Background: an optimization exercise with open tools, aiming at small area, a short achievable clock period and few clock cycles. Do not read the settings as production practice. No functional check of the RTL was part of any run shown here.

==> flow/design.v (outline; a module is shown in full before it is edited, if it fits) <==
// module produto_escalar: 1553 lines
// module produto_escalar_fa: 7 lines
module produto_escalar (
    input  logic         clk_i,
    input  logic         rst_i,
    input  logic         iniciar,
    input  logic [31:0]  a0, a1, a2, a3, a4, a5, a6, a7,
    input  logic [31:0]  b0, b1, b2, b3, b4, b5, b6, b7,
    output logic [63:0]  resultado,
    output logic         concluido
);
  // ...
==> flow/flow/run.sh <==
#!/bin/bash
set -e
echo 'export BUFFER_PORTS_ARGS = -buffer_cell sky130_fd_sc_hd__buf_1' >> config.mk
bash standard.sh SETUP_SLACK_MARGIN=7 finish > standard.log 2>&1
==> flow/standard.sh <==
#!/bin/bash
# synth_recipe.tcl (not shown) runs the flow's synth.tcl, then flattens the netlist and writes it again
# the make line also repeats each setting of config.mk as NAME=value (left out here)
make -C /OpenROAD-flow-scripts/flow DESIGN_CONFIG=/design/flow/config.mk WORK_HOME=/design/flow/orfs CLKGATE_MAP_FILE= SYNTH_SCRIPT=/design/flow/synth_recipe.tcl "${@:-finish}"
==> flow/config.mk <==
export PLATFORM = sky130hd
export DESIGN_NAME = produto_escalar
export DESIGN_NICKNAME = produto_escalar
export VERILOG_FILES = /design/flow/design.v
export SDC_FILE = /design/flow/constraint.sdc
export NUM_CORES = 4
export LEC_CHECK = 0
export CAP_MARGIN = 20
export CORE_MARGIN = 2
export CORE_UTILIZATION = 40
export SLEW_MARGIN = 20
export SYNTH_HIERARCHICAL = 1
export SYNTH_MINIMUM_KEEP_SIZE = 0
export BUFFER_PORTS_ARGS = -buffer_cell sky130_fd_sc_hd__buf_1
==> flow/constraint.sdc <==
create_clock -name core_clock -period 11.5 [get_ports {clk_i}]
set_input_delay 2.3000 -clock core_clock [delete_from_list [all_inputs] [get_ports {clk_i}]]
set_output_delay 2.3000 -clock core_clock [all_outputs]
set_load 0.01 [all_outputs]
==> flow_summary.yaml, run 1 <==
outcome:
  status: "no timing/DRC/antenna violations"
timing:
  fmax_mhz: 227.2
  hold_ws_ps: 458.6
  rsz0062_at_grt: "yes"
routing:
  wl_met1_um: 55110
  dr.max_layer_used: "met5"
final_layout:
  seq_cells: 336
  buf_share_pct: 7.388
  multi_input_area_share_pct: 67.40
  top_regs: "resultado x64, prod0 x62, prod1 x60"
  insertedDiodeCount: 3
  num-multi-input-gates: 2609
  drive_above_1_share_pct: 7.076
logic_synthesis:
  synthTopCellsByArea: "fa_1 (29%), dfxtp_1 (20%), a22oi_1 (14%)"
  yosysTopAreaCell: "fa_1"
  synth_most_common_cell: "a22oi_1"
min_path:
  hold_end: "resultado[0]"
place:
  gp_congestion: 0.9400
setup_path:
  worst-path-buf-inv: 3
  crit_cells: 16
clock_tree:
  cts.sinks: 336
grt:
  antenna_found_initial: 8
  grt_util_met1_pct: 41.78
==> inputs of run 2 (changes only) <==
--- a/flow/design.v
+++ b/flow/design.v
@@ -5,17 +5,17 @@
     input  logic [31:0]  a0, a1, a2, a3, a4, a5, a6, a7,
     input  logic [31:0]  b0, b1, b2, b3, b4, b5, b6, b7,
     output logic [63:0]  resultado,
     output logic         concluido
 );
   logic        iniciar_prev;
   logic [9:1]  fase;           
   logic [31:0] a_r;
-  logic [15:0] one_r, two_r, neg_r;
+  logic [15:0] one_r, dif_r, neg_r;
   logic [63:0] prod0, prod1, prod2;
   wire ocupado = |fase;
   wire inicio  = iniciar & ~iniciar_prev & ~ocupado;
   wire en      = inicio | (|fase[7:1]);
   always_ff @(posedge clk_i) begin
     if (rst_i) begin
       iniciar_prev <= 1'b0;
       fase         <= 9'd0;
@@ -30,72 +30,73 @@
   wire [31:0] a_sel = ({32{~ocupado}} & a0) | ({32{fase[1]}} & a1) |
                       ({32{fase[2]}} & a2) | ({32{fase[3]}} & a3) |
                       ({32{fase[4]}} & a4) | ({32{fase[5]}} & a5) |
                       ({32{fase[6]}} & a6) | ({32{fase[7]}} & a7);
   wire [31:0] b_sel = ({32{~ocupado}} & b0) | ({32{fase[1]}} & b1) |
                       ({32{fase[2]}} & b2) | ({32{fase[3]}} & b3) |
                       ({32{fase[4]}} & b4) | ({32{fase[5]}} & b5) |
                       ({32{fase[6]}} & b6) | ({32{fase[7]}} & b7);
-  wire [15:0] one_d, two_d, neg_d;
+  wire [15:0] one_d, dif_d, neg_d;
   assign one_d[0] = en & (b_sel[0] ^ 1'b0);
-  assign two_d[0] = en & ((b_sel[1] & ~b_sel[0] & ~1'b0) | (~b_sel[1] & b_sel[0] & 1'b0));
+  assign dif_d[0] = en & (b_sel[1] ^ b_sel[0]);
   assign neg_d[0] = en & b_sel[1];
   assign one_d[1] = en & (b_sel[2] ^ b_sel[1]);
-  assign two_d[1] = en & ((b_sel[3] & ~b_sel[2] & ~b_sel[1]) | (~b_sel[3] & b_sel[2] & b_sel[1]));
+  assign dif_d[1] = en & (b_sel[3] ^ b_sel[2]);
   assign neg_d[1] = en & b_sel[3];
   assign one_d[2] = en & (b_sel[4] ^ b_sel[3]);
-  assign two_d[2] = en & ((b_sel[5] & ~b_sel[4] & ~b_sel[3]) | (~b_sel[5] & b_sel[4] & b_sel[3]));
+  assign dif_d[2] = en & (b_sel[5] ^ b_sel[4]);
   assign neg_d[2] = en & b_sel[5];
   assign one_d[3] = en & (b_sel[6] ^ b_sel[5]);
-  assign two_d[3] = en & ((b_sel[7] & ~b_sel[6] & ~b_sel[5]) | (~b_sel[7] & b_sel[6] & b_sel[5]));
+  assign dif_d[3] = en & (b_sel[7] ^ b_sel[6]);
   assign neg_d[3] = en & b_sel[7];
   assign one_d[4] = en & (b_sel[8] ^ b_sel[7]);
-  assign two_d[4] = en & ((b_sel[9] & ~b_sel[8] & ~b_sel[7]) | (~b_sel[9] & b_sel[8] & b_sel[7]));
+  assign dif_d[4] = en & (b_sel[9] ^ b_sel[8]);
   assign neg_d[4] = en & b_sel[9];
   assign one_d[5] = en & (b_sel[10] ^ b_sel[9]);
-  assign two_d[5] = en & ((b_sel[11] & ~b_sel[10] & ~b_sel[9]) | (~b_sel[11] & b_sel[10] & b_sel[9]));
+  assign dif_d[5] = en & (b_sel[11] ^ b_sel[10]);
   assign neg_d[5] = en & b_sel[11];
   assign one_d[6] = en & (b_sel[12] ^ b_sel[11]);
-  assign two_d[6] = en & ((b_sel[13] & ~b_sel[12] & ~b_sel[11]) | (~b_sel[13] & b_sel[12] & b_sel[11]));
+  assign dif_d[6] = en & (b_sel[13] ^ b_sel[12]);
   assign neg_d[6] = en & b_sel[13];
   assign one_d[7] = en & (b_sel[14] ^ b_sel[13]);
-  assign two_d[7] = en & ((b_sel[15] & ~b_sel[14] & ~b_sel[13]) | (~b_sel[15] & b_sel[14] & b_sel[13]));
+  assign dif_d[7] = en & (b_sel[15] ^ b_sel[14]);
   assign neg_d[7] = en & b_sel[15];
   assign one_d[8] = en & (b_sel[16] ^ b_sel[15]);
-  assign two_d[8] = en & ((b_sel[17] & ~b_sel[16] & ~b_sel[15]) | (~b_sel[17] & b_sel[16] & b_sel[15]));
+  assign dif_d[8] = en & (b_sel[17] ^ b_sel[16]);
   assign neg_d[8] = en & b_sel[17];
   assign one_d[9] = en & (b_sel[18] ^ b_sel[17]);
-  assign two_d[9] = en & ((b_sel[19] & ~b_sel[18] & ~b_sel[17]) | (~b_sel[19] & b_sel[18] & b_sel[17]));
+  assign dif_d[9] = en & (b_sel[19] ^ b_sel[18]);
   assign neg_d[9] = en & b_sel[19];
   assign one_d[10] = en & (b_sel[20] ^ b_sel[19]);
-  assign two_d[10] = en & ((b_sel[21] & ~b_sel[20] & ~b_sel[19]) | (~b_sel[21] & b_sel[20] & b_sel[19]));
+  assign dif_d[10] = en & (b_sel[21] ^ b_sel[20]);
   assign neg_d[10] = en & b_sel[21];
   assign one_d[11] = en & (b_sel[22] ^ b_sel[21]);
-  assign two_d[11] = en & ((b_sel[23] & ~b_sel[22] & ~b_sel[21]) | (~b_sel[23] & b_sel[22] & b_sel[21]));
+  assign dif_d[11] = en & (b_sel[23] ^ b_sel[22]);
   assign neg_d[11] = en & b_sel[23];
   assign one_d[12] = en & (b_sel[24] ^ b_sel[23]);
-  assign two_d[12] = en & ((b_sel[25] & ~b_sel[24] & ~b_sel[23]) | (~b_sel[25] & b_sel[24] & b_sel[23]));
+  assign dif_d[12] = en & (b_sel[25] ^ b_sel[24]);
   assign neg_d[12] = en & b_sel[25];
   assign one_d[13] = en & (b_sel[26] ^ b_sel[25]);
-  assign two_d[13] = en & ((b_sel[27] & ~b_sel[26] & ~b_sel[25]) | (~b_sel[27] & b_sel[26] & b_sel[25]));
+  assign dif_d[13] = en & (b_sel[27] ^ b_sel[26]);
   assign neg_d[13] = en & b_sel[27];
   assign one_d[14] = en & (b_sel[28] ^ b_sel[27]);
-  assign two_d[14] = en & ((b_sel[29] & ~b_sel[28] & ~b_sel[27]) | (~b_sel[29] & b_sel[28] & b_sel[27]));
+  assign dif_d[14] = en & (b_sel[29] ^ b_sel[28]);
   assign neg_d[14] = en & b_sel[29];
   assign one_d[15] = en & (b_sel[30] ^ b_sel[29]);
-  assign two_d[15] = en & ((b_sel[31] & ~b_sel[30] & ~b_sel[29]) | (~b_sel[31] & b_sel[30] & b_sel[29]));
+  assign dif_d[15] = en & (b_sel[31] ^ b_sel[30]);
   assign neg_d[15] = en & b_sel[31];
   always_ff @(posedge clk_i) begin
     a_r   <= a_sel;
     one_r <= one_d;
-    two_r <= two_d;
+    dif_r <= dif_d;
     neg_r <= neg_d;
   end
   wire [32:0] a_ext = {a_r[31], a_r};
+  wire [15:0] two_r = dif_r & ~one_r;
   wire [32:0] x0 = ({33{one_r[0]}} & a_ext) | ({33{two_r[0]}} & {a_r, 1'b0});
   wire [32:0] pp0 = {~(x0[32] ^ neg_r[0]), x0[31:0] ^ {32{neg_r[0]}}};
   wire [32:0] x1 = ({33{one_r[1]}} & a_ext) | ({33{two_r[1]}} & {a_r, 1'b0});
   wire [32:0] pp1 = {~(x1[32] ^ neg_r[1]), x1[31:0] ^ {32{neg_r[1]}}};
   wire [32:0] x2 = ({33{one_r[2]}} & a_ext) | ({33{two_r[2]}} & {a_r, 1'b0});
   wire [32:0] pp2 = {~(x2[32] ^ neg_r[2]), x2[31:0] ^ {32{neg_r[2]}}};
   wire [32:0] x3 = ({33{one_r[3]}} & a_ext) | ({33{two_r[3]}} & {a_r, 1'b0});
   wire [32:0] pp3 = {~(x3[32] ^ neg_r[3]), x3[31:0] ^ {32{neg_r[3]}}};
@@ -1542,19 +1543,413 @@
   assign soma1[56] = fs496;
   assign soma1[57] = fs497;
   assign soma1[58] = fs498;
   assign soma1[59] = fs499;
   assign soma1[60] = fs500;
   assign soma1[61] = fs501;
   assign soma1[62] = fs502;
   assign soma1[63] = fs503;
+  wire [63:0] g0, p0;
+  produto_escalar_ha u_pg0 (.a(soma0[0]), .b(soma1[0]), .s(p0[0]), .co(g0[0]));
+  produto_escalar_ha u_pg1 (.a(soma0[1]), .b(soma1[1]), .s(p0[1]), .co(g0[1]));
+  produto_escalar_ha u_pg2 (.a(soma0[2]), .b(soma1[2]), .s(p0[2]), .co(g0[2]));
+  produto_escalar_ha u_pg3 (.a(soma0[3]), .b(soma1[3]), .s(p0[3]), .co(g0[3]));
+  produto_escalar_ha u_pg4 (.a(soma0[4]), .b(soma1[4]), .s(p0[4]), .co(g0[4]));
+  produto_escalar_ha u_pg5 (.a(soma0[5]), .b(soma1[5]), .s(p0[5]), .co(g0[5]));
+  produto_escalar_ha u_pg6 (.a(soma0[6]), .b(soma1[6]), .s(p0[6]), .co(g0[6]));
+  produto_escalar_ha u_pg7 (.a(soma0[7]), .b(soma1[7]), .s(p0[7]), .co(g0[7]));
+  produto_escalar_ha u_pg8 (.a(soma0[8]), .b(soma1[8]), .s(p0[8]), .co(g0[8]));
+  produto_escalar_ha u_pg9 (.a(soma0[9]), .b(soma1[9]), .s(p0[9]), .co(g0[9]));
+  produto_escalar_ha u_pg10 (.a(soma0[10]), .b(soma1[10]), .s(p0[10]), .co(g0[10]));
+  produto_escalar_ha u_pg11 (.a(soma0[11]), .b(soma1[11]), .s(p0[11]), .co(g0[11]));
+  produto_escalar_ha u_pg12 (.a(soma0[12]), .b(soma1[12]), .s(p0[12]), .co(g0[12]));
+  produto_escalar_ha u_pg13 (.a(soma0[13]), .b(soma1[13]), .s(p0[13]), .co(g0[13]));
+  produto_escalar_ha u_pg14 (.a(soma0[14]), .b(soma1[14]), .s(p0[14]), .co(g0[14]));
+  produto_escalar_ha u_pg15 (.a(soma0[15]), .b(soma1[15]), .s(p0[15]), .co(g0[15]));
+  produto_escalar_ha u_pg16 (.a(soma0[16]), .b(soma1[16]), .s(p0[16]), .co(g0[16]));
+  produto_escalar_ha u_pg17 (.a(soma0[17]), .b(soma1[17]), .s(p0[17]), .co(g0[17]));
+  produto_escalar_ha u_pg18 (.a(soma0[18]), .b(soma1[18]), .s(p0[18]), .co(g0[18]));
+  produto_escalar_ha u_pg19 (.a(soma0[19]), .b(soma1[19]), .s(p0[19]), .co(g0[19]));
+  produto_escalar_ha u_pg20 (.a(soma0[20]), .b(soma1[20]), .s(p0[20]), .co(g0[20]));
+  produto_escalar_ha u_pg21 (.a(soma0[21]), .b(soma1[21]), .s(p0[21]), .co(g0[21]));
+  produto_escalar_ha u_pg22 (.a(soma0[22]), .b(soma1[22]), .s(p0[22]), .co(g0[22]));
+  produto_escalar_ha u_pg23 (.a(soma0[23]), .b(soma1[23]), .s(p0[23]), .co(g0[23]));
+  produto_escalar_ha u_pg24 (.a(soma0[24]), .b(soma1[24]), .s(p0[24]), .co(g0[24]));
+  produto_escalar_ha u_pg25 (.a(soma0[25]), .b(soma1[25]), .s(p0[25]), .co(g0[25]));
+  produto_escalar_ha u_pg26 (.a(soma0[26]), .b(soma1[26]), .s(p0[26]), .co(g0[26]));
+  produto_escalar_ha u_pg27 (.a(soma0[27]), .b(soma1[27]), .s(p0[27]), .co(g0[27]));
+  produto_escalar_ha u_pg28 (.a(soma0[28]), .b(soma1[28]), .s(p0[28]), .co(g0[28]));
+  produto_escalar_ha u_pg29 (.a(soma0[29]), .b(soma1[29]), .s(p0[29]), .co(g0[29]));
+  produto_escalar_ha u_pg30 (.a(soma0[30]), .b(soma1[30]), .s(p0[30]), .co(g0[30]));
+  produto_escalar_ha u_pg31 (.a(soma0[31]), .b(soma1[31]), .s(p0[31]), .co(g0[31]));
+  produto_escalar_ha u_pg32 (.a(soma0[32]), .b(soma1[32]), .s(p0[32]), .co(g0[32]));
+  produto_escalar_ha u_pg33 (.a(soma0[33]), .b(soma1[33]), .s(p0[33]), .co(g0[33]));
+  produto_escalar_ha u_pg34 (.a(soma0[34]), .b(soma1[34]), .s(p0[34]), .co(g0[34]));
+  produto_escalar_ha u_pg35 (.a(soma0[35]), .b(soma1[35]), .s(p0[35]), .co(g0[35]));
+  produto_escalar_ha u_pg36 (.a(soma0[36]), .b(soma1[36]), .s(p0[36]), .co(g0[36]));
+  produto_escalar_ha u_pg37 (.a(soma0[37]), .b(soma1[37]), .s(p0[37]), .co(g0[37]));
+  produto_escalar_ha u_pg38 (.a(soma0[38]), .b(soma1[38]), .s(p0[38]), .co(g0[38]));
+  produto_escalar_ha u_pg39 (.a(soma0[39]), .b(soma1[39]), .s(p0[39]), .co(g0[39]));
+  produto_escalar_ha u_pg40 (.a(soma0[40]), .b(soma1[40]), .s(p0[40]), .co(g0[40]));
+  produto_escalar_ha u_pg41 (.a(soma0[41]), .b(soma1[41]), .s(p0[41]), .co(g0[41]));
+  produto_escalar_ha u_pg42 (.a(soma0[42]), .b(soma1[42]), .s(p0[42]), .co(g0[42]));
+  produto_escalar_ha u_pg43 (.a(soma0[43]), .b(soma1[43]), .s(p0[43]), .co(g0[43]));
+  produto_escalar_ha u_pg44 (.a(soma0[44]), .b(soma1[44]), .s(p0[44]), .co(g0[44]));
+  produto_escalar_ha u_pg45 (.a(soma0[45]), .b(soma1[45]), .s(p0[45]), .co(g0[45]));
+  produto_escalar_ha u_pg46 (.a(soma0[46]), .b(soma1[46]), .s(p0[46]), .co(g0[46]));
+  produto_escalar_ha u_pg47 (.a(soma0[47]), .b(soma1[47]), .s(p0[47]), .co(g0[47]));
+  produto_escalar_ha u_pg48 (.a(soma0[48]), .b(soma1[48]), .s(p0[48]), .co(g0[48]));
+  produto_escalar_ha u_pg49 (.a(soma0[49]), .b(soma1[49]), .s(p0[49]), .co(g0[49]));
+  produto_escalar_ha u_pg50 (.a(soma0[50]), .b(soma1[50]), .s(p0[50]), .co(g0[50]));
+  produto_escalar_ha u_pg51 (.a(soma0[51]), .b(soma1[51]), .s(p0[51]), .co(g0[51]));
+  produto_escalar_ha u_pg52 (.a(soma0[52]), .b(soma1[52]), .s(p0[52]), .co(g0[52]));
+  produto_escalar_ha u_pg53 (.a(soma0[53]), .b(soma1[53]), .s(p0[53]), .co(g0[53]));
+  produto_escalar_ha u_pg54 (.a(soma0[54]), .b(soma1[54]), .s(p0[54]), .co(g0[54]));
+  produto_escalar_ha u_pg55 (.a(soma0[55]), .b(soma1[55]), .s(p0[55]), .co(g0[55]));
+  produto_escalar_ha u_pg56 (.a(soma0[56]), .b(soma1[56]), .s(p0[56]), .co(g0[56]));
+  produto_escalar_ha u_pg57 (.a(soma0[57]), .b(soma1[57]), .s(p0[57]), .co(g0[57]));
+  produto_escalar_ha u_pg58 (.a(soma0[58]), .b(soma1[58]), .s(p0[58]), .co(g0[58]));
+  produto_escalar_ha u_pg59 (.a(soma0[59]), .b(soma1[59]), .s(p0[59]), .co(g0[59]));
+  produto_escalar_ha u_pg60 (.a(soma0[60]), .b(soma1[60]), .s(p0[60]), .co(g0[60]));
+  produto_escalar_ha u_pg61 (.a(soma0[61]), .b(soma1[61]), .s(p0[61]), .co(g0[61]));
+  produto_escalar_ha u_pg62 (.a(soma0[62]), .b(soma1[62]), .s(p0[62]), .co(g0[62]));
+  produto_escalar_ha u_pg63 (.a(soma0[63]), .b(soma1[63]), .s(p0[63]), .co(g0[63]));
+  wire gk1_1 = g0[1] | (p0[1] & g0[0]);
+  wire gk1_3 = g0[3] | (p0[3] & g0[2]);
+  wire pk1_3 = p0[3] & p0[2];
+  wire gk1_5 = g0[5] | (p0[5] & g0[4]);
+  wire pk1_5 = p0[5] & p0[4];
+  wire gk1_7 = g0[7] | (p0[7] & g0[6]);
+  wire pk1_7 = p0[7] & p0[6];
+  wire gk1_9 = g0[9] | (p0[9] & g0[8]);
+  wire pk1_9 = p0[9] & p0[8];
+  wire gk1_11 = g0[11] | (p0[11] & g0[10]);
+  wire pk1_11 = p0[11] & p0[10];
+  wire gk1_13 = g0[13] | (p0[13] & g0[12]);
+  wire pk1_13 = p0[13] & p0[12];
+  wire gk1_15 = g0[15] | (p0[15] & g0[14]);
+  wire pk1_15 = p0[15] & p0[14];
+  wire gk1_17 = g0[17] | (p0[17] & g0[16]);
+  wire pk1_17 = p0[17] & p0[16];
+  wire gk1_19 = g0[19] | (p0[19] & g0[18]);
+  wire pk1_19 = p0[19] & p0[18];
+  wire gk1_21 = g0[21] | (p0[21] & g0[20]);
+  wire pk1_21 = p0[21] & p0[20];
+  wire gk1_23 = g0[23] | (p0[23] & g0[22]);
+  wire pk1_23 = p0[23] & p0[22];
+  wire gk1_25 = g0[25] | (p0[25] & g0[24]);
+  wire pk1_25 = p0[25] & p0[24];
+  wire gk1_27 = g0[27] | (p0[27] & g0[26]);
+  wire pk1_27 = p0[27] & p0[26];
+  wire gk1_29 = g0[29] | (p0[29] & g0[28]);
+  wire pk1_29 = p0[29] & p0[28];
+  wire gk1_31 = g0[31] | (p0[31] & g0[30]);
+  wire pk1_31 = p0[31] & p0[30];
+  wire gk1_33 = g0[33] | (p0[33] & g0[32]);
+  wire pk1_33 = p0[33] & p0[32];
+  wire gk1_35 = g0[35] | (p0[35] & g0[34]);
+  wire pk1_35 = p0[35] & p0[34];
+  wire gk1_37 = g0[37] | (p0[37] & g0[36]);
+  wire pk1_37 = p0[37] & p0[36];
+  wire gk1_39 = g0[39] | (p0[39] & g0[38]);
+  wire pk1_39 = p0[39] & p0[38];
+  wire gk1_41 = g0[41] | (p0[41] & g0[40]);
+  wire pk1_41 = p0[41] & p0[40];
+  wire gk1_43 = g0[43] | (p0[43] & g0[42]);
+  wire pk1_43 = p0[43] & p0[42];
+  wire gk1_45 = g0[45] | (p0[45] & g0[44]);
+  wire pk1_45 = p0[45] & p0[44];
+  wire gk1_47 = g0[47] | (p0[47] & g0[46]);
+  wire pk1_47 = p0[47] & p0[46];
+  wire gk1_49 = g0[49] | (p0[49] & g0[48]);
+  wire pk1_49 = p0[49] & p0[48];
+  wire gk1_51 = g0[51] | (p0[51] & g0[50]);
+  wire pk1_51 = p0[51] & p0[50];
+  wire gk1_53 = g0[53] | (p0[53] & g0[52]);
+  wire pk1_53 = p0[53] & p0[52];
+  wire gk1_55 = g0[55] | (p0[55] & g0[54]);
+  wire pk1_55 = p0[55] & p0[54];
+  wire gk1_57 = g0[57] | (p0[57] & g0[56]);
+  wire pk1_57 = p0[57] & p0[56];
+  wire gk1_59 = g0[59] | (p0[59] & g0[58]);
+  wire pk1_59 = p0[59] & p0[58];
+  wire gk1_61 = g0[61] | (p0[61] & g0[60]);
+  wire pk1_61 = p0[61] & p0[60];
+  wire gk1_63 = g0[63] | (p0[63] & g0[62]);
+  wire pk1_63 = p0[63] & p0[62];
+  wire gk2_2 = g0[2] | (p0[2] & gk1_1);
+  wire gk2_3 = gk1_3 | (pk1_3 & gk1_1);
+  wire gk2_6 = g0[6] | (p0[6] & gk1_5);
+  wire pk2_6 = p0[6] & pk1_5;
+  wire gk2_7 = gk1_7 | (pk1_7 & gk1_5);
+  wire pk2_7 = pk1_7 & pk1_5;
+  wire gk2_10 = g0[10] | (p0[10] & gk1_9);
+  wire pk2_10 = p0[10] & pk1_9;
+  wire gk2_11 = gk1_11 | (pk1_11 & gk1_9);
+  wire pk2_11 = pk1_11 & pk1_9;
+  wire gk2_14 = g0[14] | (p0[14] & gk1_13);
+  wire pk2_14 = p0[14] & pk1_13;
+  wire gk2_15 = gk1_15 | (pk1_15 & gk1_13);
+  wire pk2_15 = pk1_15 & pk1_13;
+  wire gk2_18 = g0[18] | (p0[18] & gk1_17);
+  wire pk2_18 = p0[18] & pk1_17;
+  wire gk2_19 = gk1_19 | (pk1_19 & gk1_17);
+  wire pk2_19 = pk1_19 & pk1_17;
+  wire gk2_22 = g0[22] | (p0[22] & gk1_21);
+  wire pk2_22 = p0[22] & pk1_21;
+  wire gk2_23 = gk1_23 | (pk1_23 & gk1_21);
+  wire pk2_23 = pk1_23 & pk1_21;
+  wire gk2_26 = g0[26] | (p0[26] & gk1_25);
+  wire pk2_26 = p0[26] & pk1_25;
+  wire gk2_27 = gk1_27 | (pk1_27 & gk1_25);
+  wire pk2_27 = pk1_27 & pk1_25;
+  wire gk2_30 = g0[30] | (p0[30] & gk1_29);
+  wire pk2_30 = p0[30] & pk1_29;
+  wire gk2_31 = gk1_31 | (pk1_31 & gk1_29);
+  wire pk2_31 = pk1_31 & pk1_29;
+  wire gk2_34 = g0[34] | (p0[34] & gk1_33);
+  wire pk2_34 = p0[34] & pk1_33;
+  wire gk2_35 = gk1_35 | (pk1_35 & gk1_33);
+  wire pk2_35 = pk1_35 & pk1_33;
+  wire gk2_38 = g0[38] | (p0[38] & gk1_37);
+  wire pk2_38 = p0[38] & pk1_37;
+  wire gk2_39 = gk1_39 | (pk1_39 & gk1_37);
+  wire pk2_39 = pk1_39 & pk1_37;
+  wire gk2_42 = g0[42] | (p0[42] & gk1_41);
+  wire pk2_42 = p0[42] & pk1_41;
+  wire gk2_43 = gk1_43 | (pk1_43 & gk1_41);
+  wire pk2_43 = pk1_43 & pk1_41;
+  wire gk2_46 = g0[46] | (p0[46] & gk1_45);
+  wire pk2_46 = p0[46] & pk1_45;
+  wire gk2_47 = gk1_47 | (pk1_47 & gk1_45);
+  wire pk2_47 = pk1_47 & pk1_45;
+  wire gk2_50 = g0[50] | (p0[50] & gk1_49);
+  wire pk2_50 = p0[50] & pk1_49;
+  wire gk2_51 = gk1_51 | (pk1_51 & gk1_49);
+  wire pk2_51 = pk1_51 & pk1_49;
+  wire gk2_54 = g0[54] | (p0[54] & gk1_53);
+  wire pk2_54 = p0[54] & pk1_53;
+  wire gk2_55 = gk1_55 | (pk1_55 & gk1_53);
+  wire pk2_55 = pk1_55 & pk1_53;
+  wire gk2_58 = g0[58] | (p0[58] & gk1_57);
+  wire pk2_58 = p0[58] & pk1_57;
+  wire gk2_59 = gk1_59 | (pk1_59 & gk1_57);
+  wire pk2_59 = pk1_59 & pk1_57;
+  wire gk2_62 = g0[62] | (p0[62] & gk1_61);
+  wire pk2_62 = p0[62] & pk1_61;
+  wire gk2_63 = gk1_63 | (pk1_63 & gk1_61);
+  wire pk2_63 = pk1_63 & pk1_61;
+  wire gk3_4 = g0[4] | (p0[4] & gk2_3);
+  wire gk3_5 = gk1_5 | (pk1_5 & gk2_3);
+  wire gk3_6 = gk2_6 | (pk2_6 & gk2_3);
+  wire gk3_7 = gk2_7 | (pk2_7 & gk2_3);
+  wire gk3_12 = g0[12] | (p0[12] & gk2_11);
+  wire pk3_12 = p0[12] & pk2_11;
+  wire gk3_13 = gk1_13 | (pk1_13 & gk2_11);
+  wire pk3_13 = pk1_13 & pk2_11;
+  wire gk3_14 = gk2_14 | (pk2_14 & gk2_11);
+  wire pk3_14 = pk2_14 & pk2_11;
+  wire gk3_15 = gk2_15 | (pk2_15 & gk2_11);
+  wire pk3_15 = pk2_15 & pk2_11;
+  wire gk3_20 = g0[20] | (p0[20] & gk2_19);
+  wire pk3_20 = p0[20] & pk2_19;
+  wire gk3_21 = gk1_21 | (pk1_21 & gk2_19);
+  wire pk3_21 = pk1_21 & pk2_19;
+  wire gk3_22 = gk2_22 | (pk2_22 & gk2_19);
+  wire pk3_22 = pk2_22 & pk2_19;
+  wire gk3_23 = gk2_23 | (pk2_23 & gk2_19);
+  wire pk3_23 = pk2_23 & pk2_19;
+  wire gk3_28 = g0[28] | (p0[28] & gk2_27);
+  wire pk3_28 = p0[28] & pk2_27;
+  wire gk3_29 = gk1_29 | (pk1_29 & gk2_27);
+  wire pk3_29 = pk1_29 & pk2_27;
+  wire gk3_30 = gk2_30 | (pk2_30 & gk2_27);
+  wire pk3_30 = pk2_30 & pk2_27;
+  wire gk3_31 = gk2_31 | (pk2_31 & gk2_27);
+  wire pk3_31 = pk2_31 & pk2_27;
+  wire gk3_36 = g0[36] | (p0[36] & gk2_35);
+  wire pk3_36 = p0[36] & pk2_35;
+  wire gk3_37 = gk1_37 | (pk1_37 & gk2_35);
+  wire pk3_37 = pk1_37 & pk2_35;
+  wire gk3_38 = gk2_38 | (pk2_38 & gk2_35);
+  wire pk3_38 = pk2_38 & pk2_35;
+  wire gk3_39 = gk2_39 | (pk2_39 & gk2_35);
+  wire pk3_39 = pk2_39 & pk2_35;
+  wire gk3_44 = g0[44] | (p0[44] & gk2_43);
+  wire pk3_44 = p0[44] & pk2_43;
+  wire gk3_45 = gk1_45 | (pk1_45 & gk2_43);
+  wire pk3_45 = pk1_45 & pk2_43;
+  wire gk3_46 = gk2_46 | (pk2_46 & gk2_43);
+  wire pk3_46 = pk2_46 & pk2_43;
+  wire gk3_47 = gk2_47 | (pk2_47 & gk2_43);
+  wire pk3_47 = pk2_47 & pk2_43;
+  wire gk3_52 = g0[52] | (p0[52] & gk2_51);
+  wire pk3_52 = p0[52] & pk2_51;
+  wire gk3_53 = gk1_53 | (pk1_53 & gk2_51);
+  wire pk3_53 = pk1_53 & pk2_51;
+  wire gk3_54 = gk2_54 | (pk2_54 & gk2_51);
+  wire pk3_54 = pk2_54 & pk2_51;
+  wire gk3_55 = gk2_55 | (pk2_55 & gk2_51);
+  wire pk3_55 = pk2_55 & pk2_51;
+  wire gk3_60 = g0[60] | (p0[60] & gk2_59);
+  wire pk3_60 = p0[60] & pk2_59;
+  wire gk3_61 = gk1_61 | (pk1_61 & gk2_59);
+  wire pk3_61 = pk1_61 & pk2_59;
+  wire gk3_62 = gk2_62 | (pk2_62 & gk2_59);
+  wire pk3_62 = pk2_62 & pk2_59;
+  wire gk3_63 = gk2_63 | (pk2_63 & gk2_59);
+  wire pk3_63 = pk2_63 & pk2_59;
+  wire gk4_8 = g0[8] | (p0[8] & gk3_7);
+  wire gk4_9 = gk1_9 | (pk1_9 & gk3_7);
+  wire gk4_10 = gk2_10 | (pk2_10 & gk3_7);
+  wire gk4_11 = gk2_11 | (pk2_11 & gk3_7);
+  wire gk4_12 = gk3_12 | (pk3_12 & gk3_7);
+  wire gk4_13 = gk3_13 | (pk3_13 & gk3_7);
+  wire gk4_14 = gk3_14 | (pk3_14 & gk3_7);
+  wire gk4_15 = gk3_15 | (pk3_15 & gk3_7);
+  wire gk4_24 = g0[24] | (p0[24] & gk3_23);
+  wire pk4_24 = p0[24] & pk3_23;
+  wire gk4_25 = gk1_25 | (pk1_25 & gk3_23);
+  wire pk4_25 = pk1_25 & pk3_23;
+  wire gk4_26 = gk2_26 | (pk2_26 & gk3_23);
+  wire pk4_26 = pk2_26 & pk3_23;
+  wire gk4_27 = gk2_27 | (pk2_27 & gk3_23);
+  wire pk4_27 = pk2_27 & pk3_23;
+  wire gk4_28 = gk3_28 | (pk3_28 & gk3_23);
+  wire pk4_28 = pk3_28 & pk3_23;
+  wire gk4_29 = gk3_29 | (pk3_29 & gk3_23);
+  wire pk4_29 = pk3_29 & pk3_23;
+  wire gk4_30 = gk3_30 | (pk3_30 & gk3_23);
+  wire pk4_30 = pk3_30 & pk3_23;
+  wire gk4_31 = gk3_31 | (pk3_31 & gk3_23);
+  wire pk4_31 = pk3_31 & pk3_23;
+  wire gk4_40 = g0[40] | (p0[40] & gk3_39);
+  wire pk4_40 = p0[40] & pk3_39;
+  wire gk4_41 = gk1_41 | (pk1_41 & gk3_39);
+  wire pk4_41 = pk1_41 & pk3_39;
+  wire gk4_42 = gk2_42 | (pk2_42 & gk3_39);
+  wire pk4_42 = pk2_42 & pk3_39;
+  wire gk4_43 = gk2_43 | (pk2_43 & gk3_39);
+  wire pk4_43 = pk2_43 & pk3_39;
+  wire gk4_44 = gk3_44 | (pk3_44 & gk3_39);
+  wire pk4_44 = pk3_44 & pk3_39;
+  wire gk4_45 = gk3_45 | (pk3_45 & gk3_39);
+  wire pk4_45 = pk3_45 & pk3_39;
+  wire gk4_46 = gk3_46 | (pk3_46 & gk3_39);
+  wire pk4_46 = pk3_46 & pk3_39;
+  wire gk4_47 = gk3_47 | (pk3_47 & gk3_39);
+  wire pk4_47 = pk3_47 & pk3_39;
+  wire gk4_56 = g0[56] | (p0[56] & gk3_55);
+  wire pk4_56 = p0[56] & pk3_55;
+  wire gk4_57 = gk1_57 | (pk1_57 & gk3_55);
+  wire pk4_57 = pk1_57 & pk3_55;
+  wire gk4_58 = gk2_58 | (pk2_58 & gk3_55);
+  wire pk4_58 = pk2_58 & pk3_55;
+  wire gk4_59 = gk2_59 | (pk2_59 & gk3_55);
+  wire pk4_59 = pk2_59 & pk3_55;
+  wire gk4_60 = gk3_60 | (pk3_60 & gk3_55);
+  wire pk4_60 = pk3_60 & pk3_55;
+  wire gk4_61 = gk3_61 | (pk3_61 & gk3_55);
+  wire pk4_61 = pk3_61 & pk3_55;
+  wire gk4_62 = gk3_62 | (pk3_62 & gk3_55);
+  wire pk4_62 = pk3_62 & pk3_55;
+  wire gk4_63 = gk3_63 | (pk3_63 & gk3_55);
+  wire pk4_63 = pk3_63 & pk3_55;
+  wire gk5_16 = g0[16] | (p0[16] & gk4_15);
+  wire gk5_17 = gk1_17 | (pk1_17 & gk4_15);
+  wire gk5_18 = gk2_18 | (pk2_18 & gk4_15);
+  wire gk5_19 = gk2_19 | (pk2_19 & gk4_15);
+  wire gk5_20 = gk3_20 | (pk3_20 & gk4_15);
+  wire gk5_21 = gk3_21 | (pk3_21 & gk4_15);
+  wire gk5_22 = gk3_22 | (pk3_22 & gk4_15);
+  wire gk5_23 = gk3_23 | (pk3_23 & gk4_15);
+  wire gk5_24 = gk4_24 | (pk4_24 & gk4_15);
+  wire gk5_25 = gk4_25 | (pk4_25 & gk4_15);
+  wire gk5_26 = gk4_26 | (pk4_26 & gk4_15);
+  wire gk5_27 = gk4_27 | (pk4_27 & gk4_15);
+  wire gk5_28 = gk4_28 | (pk4_28 & gk4_15);
+  wire gk5_29 = gk4_29 | (pk4_29 & gk4_15);
+  wire gk5_30 = gk4_30 | (pk4_30 & gk4_15);
+  wire gk5_31 = gk4_31 | (pk4_31 & gk4_15);
+  wire gk5_48 = g0[48] | (p0[48] & gk4_47);
+  wire pk5_48 = p0[48] & pk4_47;
+  wire gk5_49 = gk1_49 | (pk1_49 & gk4_47);
+  wire pk5_49 = pk1_49 & pk4_47;
+  wire gk5_50 = gk2_50 | (pk2_50 & gk4_47);
+  wire pk5_50 = pk2_50 & pk4_47;
+  wire gk5_51 = gk2_51 | (pk2_51 & gk4_47);
+  wire pk5_51 = pk2_51 & pk4_47;
+  wire gk5_52 = gk3_52 | (pk3_52 & gk4_47);
+  wire pk5_52 = pk3_52 & pk4_47;
+  wire gk5_53 = gk3_53 | (pk3_53 & gk4_47);
+  wire pk5_53 = pk3_53 & pk4_47;
+  wire gk5_54 = gk3_54 | (pk3_54 & gk4_47);
+  wire pk5_54 = pk3_54 & pk4_47;
+  wire gk5_55 = gk3_55 | (pk3_55 & gk4_47);
+  wire pk5_55 = pk3_55 & pk4_47;
+  wire gk5_56 = gk4_56 | (pk4_56 & gk4_47);
+  wire pk5_56 = pk4_56 & pk4_47;
+  wire gk5_57 = gk4_57 | (pk4_57 & gk4_47);
+  wire pk5_57 = pk4_57 & pk4_47;
+  wire gk5_58 = gk4_58 | (pk4_58 & gk4_47);
+  wire pk5_58 = pk4_58 & pk4_47;
+  wire gk5_59 = gk4_59 | (pk4_59 & gk4_47);
+  wire pk5_59 = pk4_59 & pk4_47;
+  wire gk5_60 = gk4_60 | (pk4_60 & gk4_47);
+  wire pk5_60 = pk4_60 & pk4_47;
+  wire gk5_61 = gk4_61 | (pk4_61 & gk4_47);
+  wire pk5_61 = pk4_61 & pk4_47;
+  wire gk5_62 = gk4_62 | (pk4_62 & gk4_47);
+  wire pk5_62 = pk4_62 & pk4_47;
+  wire gk5_63 = gk4_63 | (pk4_63 & gk4_47);
+  wire pk5_63 = pk4_63 & pk4_47;
+  wire gk6_32 = g0[32] | (p0[32] & gk5_31);
+  wire gk6_33 = gk1_33 | (pk1_33 & gk5_31);
+  wire gk6_34 = gk2_34 | (pk2_34 & gk5_31);
+  wire gk6_35 = gk2_35 | (pk2_35 & gk5_31);
+  wire gk6_36 = gk3_36 | (pk3_36 & gk5_31);
+  wire gk6_37 = gk3_37 | (pk3_37 & gk5_31);
+  wire gk6_38 = gk3_38 | (pk3_38 & gk5_31);
+  wire gk6_39 = gk3_39 | (pk3_39 & gk5_31);
+  wire gk6_40 = gk4_40 | (pk4_40 & gk5_31);
+  wire gk6_41 = gk4_41 | (pk4_41 & gk5_31);
+  wire gk6_42 = gk4_42 | (pk4_42 & gk5_31);
+  wire gk6_43 = gk4_43 | (pk4_43 & gk5_31);
+  wire gk6_44 = gk4_44 | (pk4_44 & gk5_31);
+  wire gk6_45 = gk4_45 | (pk4_45 & gk5_31);
+  wire gk6_46 = gk4_46 | (pk4_46 & gk5_31);
+  wire gk6_47 = gk4_47 | (pk4_47 & gk5_31);
+  wire gk6_48 = gk5_48 | (pk5_48 & gk5_31);
+  wire gk6_49 = gk5_49 | (pk5_49 & gk5_31);
+  wire gk6_50 = gk5_50 | (pk5_50 & gk5_31);
+  wire gk6_51 = gk5_51 | (pk5_51 & gk5_31);
+  wire gk6_52 = gk5_52 | (pk5_52 & gk5_31);
+  wire gk6_53 = gk5_53 | (pk5_53 & gk5_31);
+  wire gk6_54 = gk5_54 | (pk5_54 & gk5_31);
+  wire gk6_55 = gk5_55 | (pk5_55 & gk5_31);
+  wire gk6_56 = gk5_56 | (pk5_56 & gk5_31);
+  wire gk6_57 = gk5_57 | (pk5_57 & gk5_31);
+  wire gk6_58 = gk5_58 | (pk5_58 & gk5_31);
+  wire gk6_59 = gk5_59 | (pk5_59 & gk5_31);
+  wire gk6_60 = gk5_60 | (pk5_60 & gk5_31);
+  wire gk6_61 = gk5_61 | (pk5_61 & gk5_31);
+  wire gk6_62 = gk5_62 | (pk5_62 & gk5_31);
+  wire gk6_63 = gk5_63 | (pk5_63 & gk5_31);
+  wire [63:0] cy = {gk6_63, gk6_62, gk6_61, gk6_60, gk6_59, gk6_58, gk6_57, gk6_56, gk6_55, gk6_54, gk6_53, gk6_52, gk6_51, gk6_50, gk6_49, gk6_48, gk6_47, gk6_46, gk6_45, gk6_44, gk6_43, gk6_42, gk6_41, gk6_40, gk6_39, gk6_38, gk6_37, gk6_36, gk6_35, gk6_34, gk6_33, gk6_32, gk5_31, gk5_30, gk5_29, gk5_28, gk5_27, gk5_26, gk5_25, gk5_24, gk5_23, gk5_22, gk5_21, gk5_20, gk5_19, gk5_18, gk5_17, gk5_16, gk4_15, gk4_14, gk4_13, gk4_12, gk4_11, gk4_10, gk4_9, gk4_8, gk3_7, gk3_6, gk3_5, gk3_4, gk2_3, gk2_2, gk1_1, g0[0]};
   always_ff @(posedge clk_i) begin
-    resultado <= soma0 + soma1;
+    resultado <= p0 ^ {cy[62:0], 1'b0};
   end
 endmodule
+module produto_escalar_ha (
+    input  logic a, b,
+    output logic s, co
+);
+  assign s  = a ^ b;
+  assign co = a & b;
+endmodule
 module produto_escalar_fa (
     input  logic a, b, c,
     output logic s, co
 );
   assign s  = a ^ b ^ c;
   assign co = (a & b) | (a & c) | (b & c);
 endmodule
==> flow/flow/run.sh (replaced) <==
#!/bin/bash
set -e
echo 'export BUFFER_PORTS_ARGS = -buffer_cell sky130_fd_sc_hd__buf_1' >> config.mk
bash standard.sh SETUP_SLACK_MARGIN=7.5 finish > standard.log 2>&1
==> flow_summary.yaml, run 2 <==
clock_tree:
  cts_tree: "yes"
  postCtsHoldBufs: 0
  numCtsBuffers: 41
  clk_pin_slew_ps: 60
  htree_levels: 2
  cts-root-buf: "clkbuf_16"
  clock_path_buffers: 3
  cts.sinks: 336
  clkLatencyLatePin_ps: 600
final_layout:
  layout_commonest_cell: "nand2_1"
  regMostFlops: "resultado"
  mostFrequentLayoutCells: "nand2_1 (1,032), buf_1 (579), fa_1 (492)"
  fin_nets: 5611
  drive_above_1_share_pct: 8.016
  post-route-util_pct: 46.75
  syn_to_final_growth_pct: 16.03
  top_regs: "resultado x64, prod0 x62, prod1 x60"
  largest_register_ffs: 64
place:
  portBuffers: 579
  gp_congestion: 0.9414
  dp_worst_setup_slack_ps: 6247
  hpwl_um: 107600
logic_synthesis:
  async_flop_share_pct: 0
  synth-seq-cells: 336
  synth_most_common_cell: "nand2_1"
  yosysTopAreaCell: "fa_1"
  ys_seq_area_share_pct: 18.92
  ys.flop_type: "dfxtp_1"
  synth_area_per_cell_um2: 8.618
  synthTopCellsByArea: "fa_1 (28%), dfxtp_1 (19%), xor2_1 (12%)"
  synth_top_cell_area_share_pct: 27.82
  synth_cells: 4125
  synth-edff-count: 0
  ys_warn_count: 7
  synth_common_cells: "nand2_1 (1,034), o21ai_0 (495), fa_1 (494)"
  synth.distinct_cells: 54
  syn_area_um2: 35550
routing:
  vias: 32290
  wl_met1_um: 57430
  ant_nets: 0
  dr.max_layer_used: "met5"
  met2_length_um: 67540
  viasPerCell: 5.670
  wl_per_cell_um: 27.63
  dr_wl_met3_um: 15550
  drtIter0Drc: 3428
  wl_um: 157300
  drc: 0
  drtPass1Iterations: 10
setup_path:
  cp_slowest_stage_delay_ps: 560
  worst-path-buf-inv: 6
  slowest_stage: "fa_1"
  crit_path_max_fanout: 5
  rrSetupSlack_ps: 7410
  path_delay_family: "adder cells"
  cpMostUsedCell: "buf_12"
  cp.arrival_ps: 4580
  cp-end-kind: "flip-flop"
  startpoint_type: "flip-flop"
  critPathRequiredTime_ps: 11990
  cp_cell_sequence: "buf_12 -> bufbuf_16 -> nor2b_2 -> fa_1 -> fa_1 -> ha_4 -> a21oi_2 -> o21ai_1 -> a221oi_2 -> buf_4 -> a21oi_4 -> buf_12 -> buf_4 -> o21ai_4 -> buf_12 -> nand2_1 -> a311oi_2 -> nor3_1"
  critPathKind: "flip-flop to flip-flop"
timing:
  setup_violations: 0
  fin_ws_ps: 7406
  rsz0062_at_grt: "yes"
  fmax_mhz: 244.3
  skew_ps: 21.46
  slew_headroom_pct: 14.12
  drv_slew: 0
  tns_ps: 0
  hold_viol_final: 0
  worst_slew_pin_slew_ps: 1288
  fin_crit_ps: 4094
  min_period_over_period_pct: 35.60
die:
  core-area_um2: 88240
  die_w_um: 302.1
  die_area_um2: 91270
  io_pins: 580
  initial_core_util_pct: 40.29
  rows: 109
  fp.dieH_um: 302.1
grt:
  antenna_found_initial: 16
  grt_pass1_wl_um: 224900
  track_usage_pct: 34.16
  grt_max_degree: 66
  grt_pass1_vias: 32230
  grt_overflow: 0
min_path:
  worst_hold_path_type: "flip-flop to flip-flop"
job:
  max_cap_viol_count: 0
outcome:
  status: "no timing/DRC/antenna violations"
-- run 2: cell count changes after synthesis, sizes merged, moves of 15 or more --
cell and delta:
a22oi -466, a21o -31, buf -15, xnor2 -394
o21ai +446, xor2 +396, nor2b +15, clkbuf +35
nand3 -20, nand2 +913, a21oi -62
-- run 2: metrics by stage --
step	hold slack (ps)	instance area, um2	instances
3_5_place_dp	430.0	38500	5569
4_1_cts	444.2	40760	5667
5_1_grt	463.0	41230	5688
6_report	439.7	41250	5695
3_3_place_gp	430.3	38500	5569
2_1_floorplan	329.0	35660	4134
-- run 2: final timing paths --
check | from | to | depth (start not counted)
worst min register to register | hs43 | resultado[0] | 1
worst min-delay path | hs43 | resultado[0] | 1
worst max register to register | fase[2] | resultado[61] | 18
worst max-delay path | fase[2] | resultado[61] | 18
-- run 2: cell families (layout without fill, tap and decap cells) --
family / after synthesis / after routing / synth area share [%]
compound gates: 821 / 821 / 14.17
simple gates: 1324 / 1324 / 15.49
buf+inv: 423 / 805 / 4.466
flops: 336 / 336 / 18.92
other cells: 2 / 25 / 0.02113
fa+ha+maj: 612 / 612 / 31.97
xor+xnor: 607 / 607 / 14.95
-- run 2: repair_timing --
action	in CTS	in global routing
gates resized for setup	89	71
pin swaps	31	16
gates cloned	3	2
endpoints found under the setup margin	52	52
buffers inserted	20	10
-- run 2: area by class of cell --
class | instances | area (um2)
Antenna cell | 14 | 35.03
Clock buffer | 50 | 1131
Clock inverter | 25 | 309.0
Fill cell | 8472 | 46990
Inverter | 36 | 135.1
Multi-Input combinational cell | 3375 | 28000
Sequential cell | 336 | 6813
Tap cell | 1165 | 1458
Timing Repair Buffer | 694 | 3364
-- run 2: routing by layer --
metal	up-vias	GRT usage [%]
met5	-	0
met4	6	30.93
met3	419	8.217
met2	1966	50.72
met1	15640	41.08
li1	14260	-
-- run 2: per-module statistics from Yosys (local to each module, per instance) --
module	flops+latches	area, um2	cells inside
produto_escalar_fa	0	20.02	1
produto_escalar	336	24860	3567
produto_escalar_ha	0	12.51	1
==> inputs of run 3 (changes only) <==
==> flow/flow/run.sh (replaced) <==
#!/bin/bash
set -e
echo 'export BUFFER_PORTS_ARGS = -buffer_cell sky130_fd_sc_hd__buf_1' >> config.mk
bash standard.sh SETUP_SLACK_MARGIN=7.8 finish > standard.log 2>&1
==> flow_summary.yaml, run 3 <==
clock_tree:
  numCtsBuffers: 41
  postCtsHoldBufs: 0
  clock_path_buffers: 3
  cts_tree: "yes"
  cts-root-buf: "clkbuf_16"
  cts.sinks: 336
  htree_levels: 2
  clkLatencyLatePin_ps: 600
  clk_pin_slew_ps: 60
setup_path:
  cp_cell_sequence: "buf_8 -> buf_12 -> nor2b_4 -> fa_1 -> fa_1 -> ha_4 -> a21oi_2 -> o21ai_2 -> a221o_1 -> a311o_2 -> o21ai_4 -> buf_6 -> a21oi_4 -> or4_1 -> nand3_1"
  cp_slowest_stage_delay_ps: 570
  cp-end-kind: "flip-flop"
  critPathKind: "flip-flop to flip-flop"
  critPathRequiredTime_ps: 12020
  cp.arrival_ps: 4650
  crit_path_max_fanout: 8
  slowest_stage: "fa_1"
  worst-path-buf-inv: 3
  rrSetupSlack_ps: 7370
  path_delay_family: "compound AO/OA/AOI/OAI gates"
  reg2reg_to: "resultado[39]"
  startpoint_type: "flip-flop"
  cpMostUsedCell: "fa_1"
  rr_startpoint: "fase[2]"
  rr_worst_depth: 15
routing:
  drtPass1Iterations: 8
  wl_per_cell_um: 27.85
  ant_nets: 0
  vias: 32520
  drtIter0Drc: 3999
  wl_um: 159800
  viasPerCell: 5.670
  drc: 0
logic_synthesis:
  synthTopCellsByArea: "fa_1 (28%), dfxtp_1 (19%), xor2_1 (12%)"
  ys_seq_area_share_pct: 18.92
  synth_top_cell_area_share_pct: 27.82
  syn_area_um2: 35550
  synth-edff-count: 0
  synth_area_per_cell_um2: 8.618
  synth.distinct_cells: 54
  synth_common_cells: "nand2_1 (1,034), o21ai_0 (495), fa_1 (494)"
  yosysTopAreaCell: "fa_1"
  synth_most_common_cell: "nand2_1"
  ys_warn_count: 7
  synth_cells: 4125
  async_flop_share_pct: 0
  synth-seq-cells: 336
  ys.flop_type: "dfxtp_1"
place:
  hpwl_um: 107900
  dp_worst_setup_slack_ps: 6397
  portBuffers: 579
  gp_congestion: 0.9599
timing:
  tns_ps: 0
  hold_viol_final: 0
  rsz0062_at_grt: "yes"
  fin_ws_ps: 7372
  worst_slew_pin_slew_ps: 1192
  setup_violations: 0
  min_period_over_period_pct: 35.90
  fin_crit_ps: 4128
  skew_ps: 33.67
  slew_headroom_pct: 20.54
  fmax_mhz: 242.2
  drv_slew: 0
die:
  io_pins: 580
  initial_core_util_pct: 40.29
  fp.dieH_um: 302.1
  rows: 109
  core-area_um2: 88240
  die_w_um: 302.1
  die_area_um2: 91270
final_layout:
  seqCellArea_um2: 6872
  top_regs: "resultado x64, prod0 x62, prod1 x60"
  drive_above_1_share_pct: 9.195
  largest_register_ffs: 64
  layout_commonest_cell: "nand2_1"
  mostFrequentLayoutCells: "nand2_1 (1,030), buf_1 (579), fa_1 (485)"
  multi_input_area_um2: 28010
  regMostFlops: "resultado"
  post-route-util_pct: 47.99
  syn_to_final_growth_pct: 19.12
  nFillCells: 8374
  fin_nets: 5655
grt:
  grt_pass1_wl_um: 224000
  antenna_found_initial: 12
  track_usage_pct: 33.83
  grt_max_degree: 66
  grt_pass1_vias: 32310
  grt_overflow: 0
min_path:
  hold_end: "resultado[0]"
  worst_hold_path_type: "flip-flop to flip-flop"
  holdCritStartpoint: "hs43"
  holdPathStages: 1
outcome:
  status: "no timing/DRC/antenna violations"
job:
  max_cap_viol_count: 0
==> run 3: cell counts after synthesis <==
No cell type changed its count.
==> run 3: cell families after synthesis <==
group	after synthesis	share of synthesized area (%)
and+or+nand+nor	1324	15.49
AOI/OAI and AO/OA	821	14.17
adders and majority gates	612	31.97
xor gates and xnor gates	607	14.95
buffers and inverters	423	4.466
DFF	336	18.92
other	2	0.02113
==> run 3: per-module statistics from Yosys, one instance, submodules excluded <==
module              flops+latches  cells  times used
produto_escalar_ha              0      1          64
produto_escalar_fa              0      1         494
produto_escalar               336   3567           1
==> run 3: layout make-up <==
class / instances / area share (%)
Antenna cell: 14 / 0.08273
Clock buffer: 52 / 2.638
Clock inverter: 20 / 0.7239
Inverter: 36 / 0.3191
Multi-Input combinational cell: 3375 / 66.14
Sequential cell: 336 / 16.23
Tap cell: 1165 / 3.442
Timing Repair Buffer: 738 / 10.43
==> run 3: worst max path at each step <==
stage / start / to / slack, ps / cells past startpoint
after floorplan: fase[2] / resultado[39] / 7650 / 16
after global placement: fase[2] / resultado[58] / 6430 / 13
after detailed placement: fase[2] / resultado[54] / 6400 / 13
after CTS: fase[2] / resultado[51] / 7370 / 15
after global routing: fase[2] / resultado[55] / 7260 / 16
final: fase[2] / resultado[39] / 7370 / 15
==> run 3: worst register-to-register path, delay by kind of cell (launching register included) <==
| family | cells | cell delay (ps) |
|---|---|---|
| AOI/OAI and AO/OA | 6 | 1460 |
| adders and majority gates | 3 | 1220 |
| and+or+nand+nor | 3 | 600 |
| buffers and inverters | 3 | 440 |
| DFF | 1 | 360 |
==> run 3: per-stage QoR <==
stage                     area, um2  std cells  hold WS (ps)
final                         42350       5736         440.3
after global routing          42320       5727         457.5
after CTS                     41080       5685         445.2
after detailed placement      38640       5573         430.9
after global placement        38640       5573         428.8
after floorplan               35840       4134         329.0
==> run 3: repair_timing <==
action / in CTS / in global routing
gates resized for setup: 128 / 204
endpoints found under the setup margin: 100 / 82
cloned: 3 / 16
setup buffers: 37 / 21
pin swaps: 52 / 52
==> run 3: layer usage <==
| metal | track usage [%] | share of wire [%] | vias up | wire, um |
|---|---|---|---|---|
| li1 | - | - | 14380 | - |
| met1 | 40.98 | 36 | 15650 | 58010 |
| met2 | 50.44 | 43 | 2042 | 68610 |
| met3 | 7.017 | 9.8 | 449 | 15710 |
| met4 | 31.22 | 11 | 4 | 17420 |
| met5 | 0 | 0.017 | - | 27 |

[afterwards: timing with drivers on the ports]
The results above use ideal ports. As a check the final layouts listed here were re-extracted and re-timed, cells and wires unchanged. Step 1 assumes that a clkbuf_16 drives the clock port and a buf_2 every other input. Step 2 adds t to the input delays and takes it off the output delays; t is the mean of the earliest and latest rising clock arrival at the registers after step 1. Input paths then give back, and output paths get back, about the clock's delay inside the block. Three values: ideal ports, drivers, drivers and shift; two values: the first two.
| run | t, ns | slack for setup (ns) | cell pins on the clock port's net |
|---|---|---|---|
| run 1 | 0.647 | 7.099 / 7.099 / 6.864 | 1 |
| run 2 | 0.653 | 7.406 / 7.406 / 7.263 | 1 |
| run 3 | 0.650 | 7.372 / 7.372 / 7.333 | 1 |
After both steps setup and hold are still met in every run listed. For run 1, which loses most, drivers alone change the setup slack by 0.000 ns; drivers and shift together by -0.235 ns.
